Source: an optimization exercise on an open RTL-to-GDS flow (aim: small area and a short achievable clock period). Production flows keep margins and buffers that such runs may drop. Only simulation tests tie the RTL to the original design; equivalence was not proved.

`flow/constraint.sdc`:
```
create_clock -name core_clock -period 4.5 [get_ports {clk}]
set_input_delay 0.9000 -clock core_clock [delete_from_list [all_inputs] [get_ports {clk}]]
set_output_delay 0.9000 -clock core_clock [all_outputs]
set_load 0.01 [all_outputs]
```
`flow/config.mk`:
```
export PLATFORM = sky130hd
export DESIGN_NAME = final_top
export DESIGN_NICKNAME = final_top
export VERILOG_FILES = /design/flow/design.v
export SDC_FILE = /design/flow/constraint.sdc
export NUM_CORES = 4
export LEC_CHECK = 0
export CAP_MARGIN = 20
export CORE_MARGIN = 2
export CORE_UTILIZATION = 40
export SLEW_MARGIN = 20
```
`flow/run.sh`:
```
#!/bin/bash
# synth_recipe.tcl (not shown) runs the flow's synth.tcl, then flattens the netlist and writes it again
# the make line also repeats each setting of config.mk as NAME=value (left out here)
make -C /OpenROAD-flow-scripts/flow DESIGN_CONFIG=/design/flow/config.mk WORK_HOME=/design/flow/orfs CLKGATE_MAP_FILE= SYNTH_SCRIPT=/design/flow/synth_recipe.tcl finish
```
`flow/design.v`:
```
module instruction_decoder (
    input [31:0] instruction,
    output [3:0] opcode,
    output [3:0] reg1,
    output [3:0] reg2,
    output [3:0] destReg,
    output [15:0] immediate
);
    assign opcode = instruction[31:28];
    assign reg1 = instruction[27:24];
    assign reg2 = instruction[23:20];
    assign destReg = instruction[19:16];
    assign immediate = instruction[15:0];
endmodule
module reg_file (
    input clk,
    input rst,  
    input [3:0] read_reg1,
    input [3:0] read_reg2,
    input [3:0] write_reg,
    input [15:0] write_data,
    input write_enable,
    output [15:0] read_data1,
    output [15:0] read_data2
);
    reg [15:0] regs [0:15];
    genvar g;
    generate
        for (g = 0; g < 16; g = g + 1) begin : r
            always @(posedge clk or posedge rst) begin
                if (rst)
                    regs[g] <= 16'b0;
                else if (write_enable && write_reg == g)
                    regs[g] <= write_data;
            end
        end
    endgenerate
    assign read_data1 = regs[read_reg1];
    assign read_data2 = regs[read_reg2];
endmodule
module alu (
    input [15:0] operand1,
    input [15:0] operand2,
    input carry_in,
    input [3:0] opcode,
    output reg [15:0] result,
    output reg carry_out
);
    wire is_addc = (opcode == 4'b0011);
    wire is_subc = (opcode == 4'b0100);
    wire cin = (is_addc & carry_in) | (is_subc & ~carry_in) | (opcode == 4'b1100);
    wire [16:0] sum = {1'b0, operand1} + {1'b0, operand2} + {16'b0, cin};
    wire big = |operand2[15:4];
    wire fill = (opcode == 4'b1010) & operand1[15];
    wire [31:0] shr_full = {{16{fill}}, operand1} >> operand2[3:0];
    wire [15:0] shr = big ? {16{fill}} : shr_full[15:0];
    wire [15:0] shl = big ? 16'b0 : (operand1 << operand2[3:0]);
    always @(*) begin
        carry_out = (is_addc & sum[16]) | (is_subc & ~sum[16]);
        case (opcode)
            4'b0011, 4'b0100, 4'b1011, 4'b1100: result = sum[15:0];
            4'b0101, 4'b1101: result = operand1 & operand2;
            4'b0110, 4'b1110: result = operand1 | operand2;
            4'b0111, 4'b1111: result = operand1 ^ operand2;
            4'b1000: result = shl;
            4'b1001, 4'b1010: result = shr;
            default: result = 16'b0;
        endcase
    end
endmodule
module final_top (
    input clk,
    input rst,  
    input [31:0] instruction,
    input [15:0] data_in,  
    output [15:0] data_out,  
    output [15:0] addr,  
    output we,  
    output [15:0] out_reg,  
    output zero,
    output carry
);
    wire [3:0] opcode, reg1, reg2, destReg;
    wire [15:0] immediate, reg_data1, reg_data2, alu_result;
    wire carry_d2;
    reg [3:0] opcode_d1;
    reg [15:0] imm_d1;
    reg [11:0] regs_d1;
    reg [3:0] opcode_d2, destReg_d2;
    reg [15:0] op1_d2, op2_d2, addr_d2;
    reg [15:0] result_d3;
    reg carry_d3;
    reg live_d3;  
    instruction_decoder id (
        .instruction ({opcode_d1, regs_d1, imm_d1}),
        .opcode (opcode),
        .reg1 (reg1),
        .reg2 (reg2),
        .destReg (destReg),
        .immediate (immediate)
    );
    wire is_load_d2 = (opcode_d2 == 4'b0010);
    wire rf_we = (opcode_d2 != 4'b0000) && (opcode_d2 != 4'b0001);
    reg_file rf (
        .clk(clk),
        .rst(rst),
        .read_reg1(reg1),
        .read_reg2(reg2),
        .write_reg(destReg_d2),
        .write_data(is_load_d2 ? data_in : alu_result),
        .write_enable(rf_we),
        .read_data1(reg_data1),
        .read_data2(reg_data2)
    );
    alu alu_unit (
        .operand1(op1_d2),
        .operand2(op2_d2),
        .carry_in(carry_d3),
        .opcode(opcode_d2),
        .result(alu_result),
        .carry_out(carry_d2)
    );
    wire use_imm = (opcode == 4'b1011) || (opcode == 4'b1100) || (opcode == 4'b1101) ||
                   (opcode == 4'b1110) || (opcode == 4'b1111);
    wire invert_b = (opcode == 4'b0100) || (opcode == 4'b1100);
    wire [15:0] b = use_imm ? immediate : reg_data2;
    always @(posedge clk or posedge rst) begin
        if (rst) begin
            opcode_d1 <= 4'b0;
            imm_d1 <= 16'b0;
            opcode_d2 <= 4'b0;
            addr_d2 <= 16'b0;
            result_d3 <= 16'b0;
            carry_d3 <= 1'b0;
            live_d3 <= 1'b0;
        end else begin
            opcode_d1 <= instruction[31:28];
            imm_d1 <= instruction[15:0];
            opcode_d2 <= opcode;
            addr_d2 <= immediate;
            result_d3 <= alu_result;
            carry_d3 <= carry_d2;
            live_d3 <= 1'b1;
        end
    end
    always @(posedge clk) begin
        regs_d1 <= instruction[27:16];
        destReg_d2 <= destReg;
        op1_d2 <= reg_data1;
        op2_d2 <= invert_b ? ~b : b;
    end
    assign addr = addr_d2;
    assign we = (opcode_d2 == 4'b0001);
    assign data_out = we ? op1_d2 : 16'b0;
    assign out_reg = result_d3;
    assign carry = carry_d3;
    assign zero = live_d3 & ~(carry_d3 | (|result_d3));
endmodule
```
==> out/results.ini <==
[synth]
yosys.area_share.xor_xnor_pct=0.869
synth_area_um2=19100
synth_top_family_by_area=compound AO/OA/AOI/OAI gates
synth_area_leaders=dfrtp_1 (41%), a22oi_1 (6.7%), mux2_2 (5.4%), dfxtp_1 (5.0%), o21ai_0 (4.5%)
synth_compound_area_share_pct=21.4
synth_top_area_share_pct=41.0
synth_cell_types=80
synthMuxAreaShare_pct=11.4
synth-async-reset-ratio_pct=86.7
seq_area_frac_synth_pct=46.1
synthesis.nets=2017
ys_ff_latch=362
yosys.area_share.simple_pct=13.9
synth_edf_count=0
synth-main-ff-cell=dfrtp_1
synthAdderAreaFrac_pct=2.37
yosysTopAreaCell=dfrtp_1
syn_inst=1932
ys_warn_count=4
post_synth.cell_area_avg_um2=9.91

[placement]
dp_hpwl_mm=52.5
place.gp.congestion=0.969
numPortBuffers=100

[grt]
first_global_vias=17100
gr-total-overflow=0
grt_pass1_wl_mm=115
antenna_found_initial=2
grt_max_degree=69
grt_use_total_pct=31.6

[critical_path]
r2r_cells=10
regToRegStartpoint=opcode_d2[0]
r2r_end=rf.regs[2][15]
worst_ep_arrival_time_ps=3170
rrSetupSlack_ps=610
critPathKind=flop to primary output
startpoint_type=flop
critPathRequiredTime_ps=3600
cp_max_fo=22
critPathCaptureType=primary output

[cells_and_area]
drive_gt1_share_pct=15.8
utilization_pct=47.8
fin_nets=2100
mostFrequentLayoutCells=dfrtp_1 (314), nand2_1 (222), o21ai_0 (173)
area.growth.synth_to_final_pct=18.4
fillers=4455
layout_commonest_cell=dfrtp_1

[cts]
h-tree-depth=2
holdBufCountCts=0
clk_pin_slew_ps=70
cts_setup_buffers=0
cts_inserted_buffers=42
clk_latency_ps=590
root_buffer=clkbuf_16
cts_resized=0
cts_tree=built
cts.sinks=362
cts_buffer_depth=3

[floorplan]
fp-row-count=80
io_pins=101
initial_core_util_pct=40.4
die_w_um=223
dieArea_um2=49600
die_y_um=223
core_um2=47400

[worst_hold_path]
worstHoldEndpoint=destReg_d2[0]
hold_class=flop to flop
hold_depth=0
min_from=regs_d1[0]

[timing]
tns_ps=0
report.final.slew_viol_count=0
fmax_mhz=246
relSlewSlack_pct=8.10
worst-slew-pin-transition_ps=1380
finalHoldViolCount=0
clock_skew_ps=24.3
rsz0062_at_grt=false
finalSetupViolations=0
finalCritPeriodShare_pct=90.4
min_period_ps=4070

[routing]
viasPerCell=6.59
ant_nets=0
remaining_drc_errors=0
num_vias=17600
drt-initial-drc-count=2216
dr.pass1.iters=7
drt-wirelength-per-cell_um=29.8
drt-total-wl_mm=79.4

[flow_run]
max_cap_violations=0

[pwr]
leakagePower_nw=9.62
pwr_density_cell_nw_per_um2=551
finalPower_w=0.0125
ir_worst_vdd_mv=0.288

[run_status]
status=finished clean

## cell families after synthesis
group           Yosys count
buf+inv                 177
flops                   362
xor+xnor                 19
simple gates            552
compound gates          620
fa+ha+maj                35
other cells               1
mux                     166
## through the flow
step,setup WS (ps),std cells,hold slack [ps],cell area (µm²)
floorplan,-583,1932,310,19100
global placement,836,2586,316,21100
detailed placement,766,2586,319,21100
CTS,392,2664,333,22700
global route,376,2664,341,22700
finish,433,2667,334,22700
## Yosys cell counts (34+ instances only)
| library cell | number |
|---|---|
| nand2_1 | 222 |
| a21oi_1 | 80 |
| a22oi_1 | 170 |
| dfrtp_1 | 314 |
| o21ai_0 | 173 |
| mux2i_1 | 36 |
| nand4_1 | 39 |
| nand3_1 | 53 |
| inv_1 | 34 |
| clkbuf_1 | 112 |
| nor3_1 | 58 |
| dfxtp_1 | 48 |
| nor2_1 | 76 |
| mux2_2 | 92 |
## state kept, by name, summed over array words and instances, names as in the netlist
| name | flops |
|---|---|
| opcode_d2 | 4 |
| opcode_d1 | 4 |
| op2_d2 | 16 |
| result_d3 | 16 |
| rf.regs | 256 |
| live_d3 | 1 |
| destReg_d2 | 4 |
| regs_d1 | 12 |
| carry_d3 | 1 |
| addr_d2 | 16 |
| imm_d1 | 16 |
| op1_d2 | 16 |
## worst max-delay path by stage
stage          cells after the start             end  slack [ps]         start
3_5_place_dp                      10  rf.regs[2][15]         770  opcode_d2[0]
4_1_cts                            4    data_out[12]         390  opcode_d2[1]
6_report                           4    data_out[12]         430  opcode_d2[1]
2_1_floorplan                      1      addr_d2[0]        -580           rst
3_3_place_gp                      10  rf.regs[6][15]         840  opcode_d2[0]
5_1_grt                            4    data_out[12]         380  opcode_d2[1]
## metal layers
| layer | GRT usage, % | wire length (µm) | vias up |
|---|---|---|---|
| met2 | 48.2 | 34900 | 1279 |
| met5 | 0 | 0 | - |
| met3 | 7.87 | 8660 | 337 |
| met4 | 18.0 | 4970 | 0 |
| li1 | - | - | 7420 |
| met1 | 41.1 | 30800 | 8534 |
## final cells by class
class                           instances  area (µm²)  share of cell area [%]
Antenna cell                            3        7.51                  0.0331
Clock buffer                           58        1210                    5.34
Clock inverter                         20         309                    1.36
Inverter                               37         143                   0.629
Multi-Input combinational cell       1393        9750                    43.0
Sequential cell                       362        8820                    38.9
Tap cell                              615         769                    3.39
Timing Repair Buffer                  179        1660                    7.31
## critical path: stages (launching register included)
cell	delay, ps
dfrtp_1	480
buf_4	300
or3_1	700
nor3_1	480
clkdlybuf4s50_1	620
## report_power, final
group          switching, W  internal, W  total [W]
sequential          0.00102      0.00423    0.00526
combinational       0.00194      0.00154    0.00349
clock               0.00149      0.00225    0.00374

==> static timing again, ports no longer ideal <==
The flow's constraints put no driver on any port. The routed layout listed below was extracted and timed again, unchanged, in two steps. Step 1, drivers: a clkbuf_16 drives clk and a buf_2 each remaining input, both assumed. Step 2 times the ports against the registers' clock, not the clock port: input delays grow and output delays shrink by t, the midpoint of the rising clock arrivals with the driver on. Slacks: ideal / step 1 / step 2; pairs: ideal / step 1.
t, ns: 0.637
setup slack, ns: 0.433 / 0.377 / 0.611
pins driven straight from the clock port: 1
After both steps setup and hold are still met in this run. For this run, drivers alone change the setup slack by -0.056 ns; drivers and shift together by +0.178 ns.
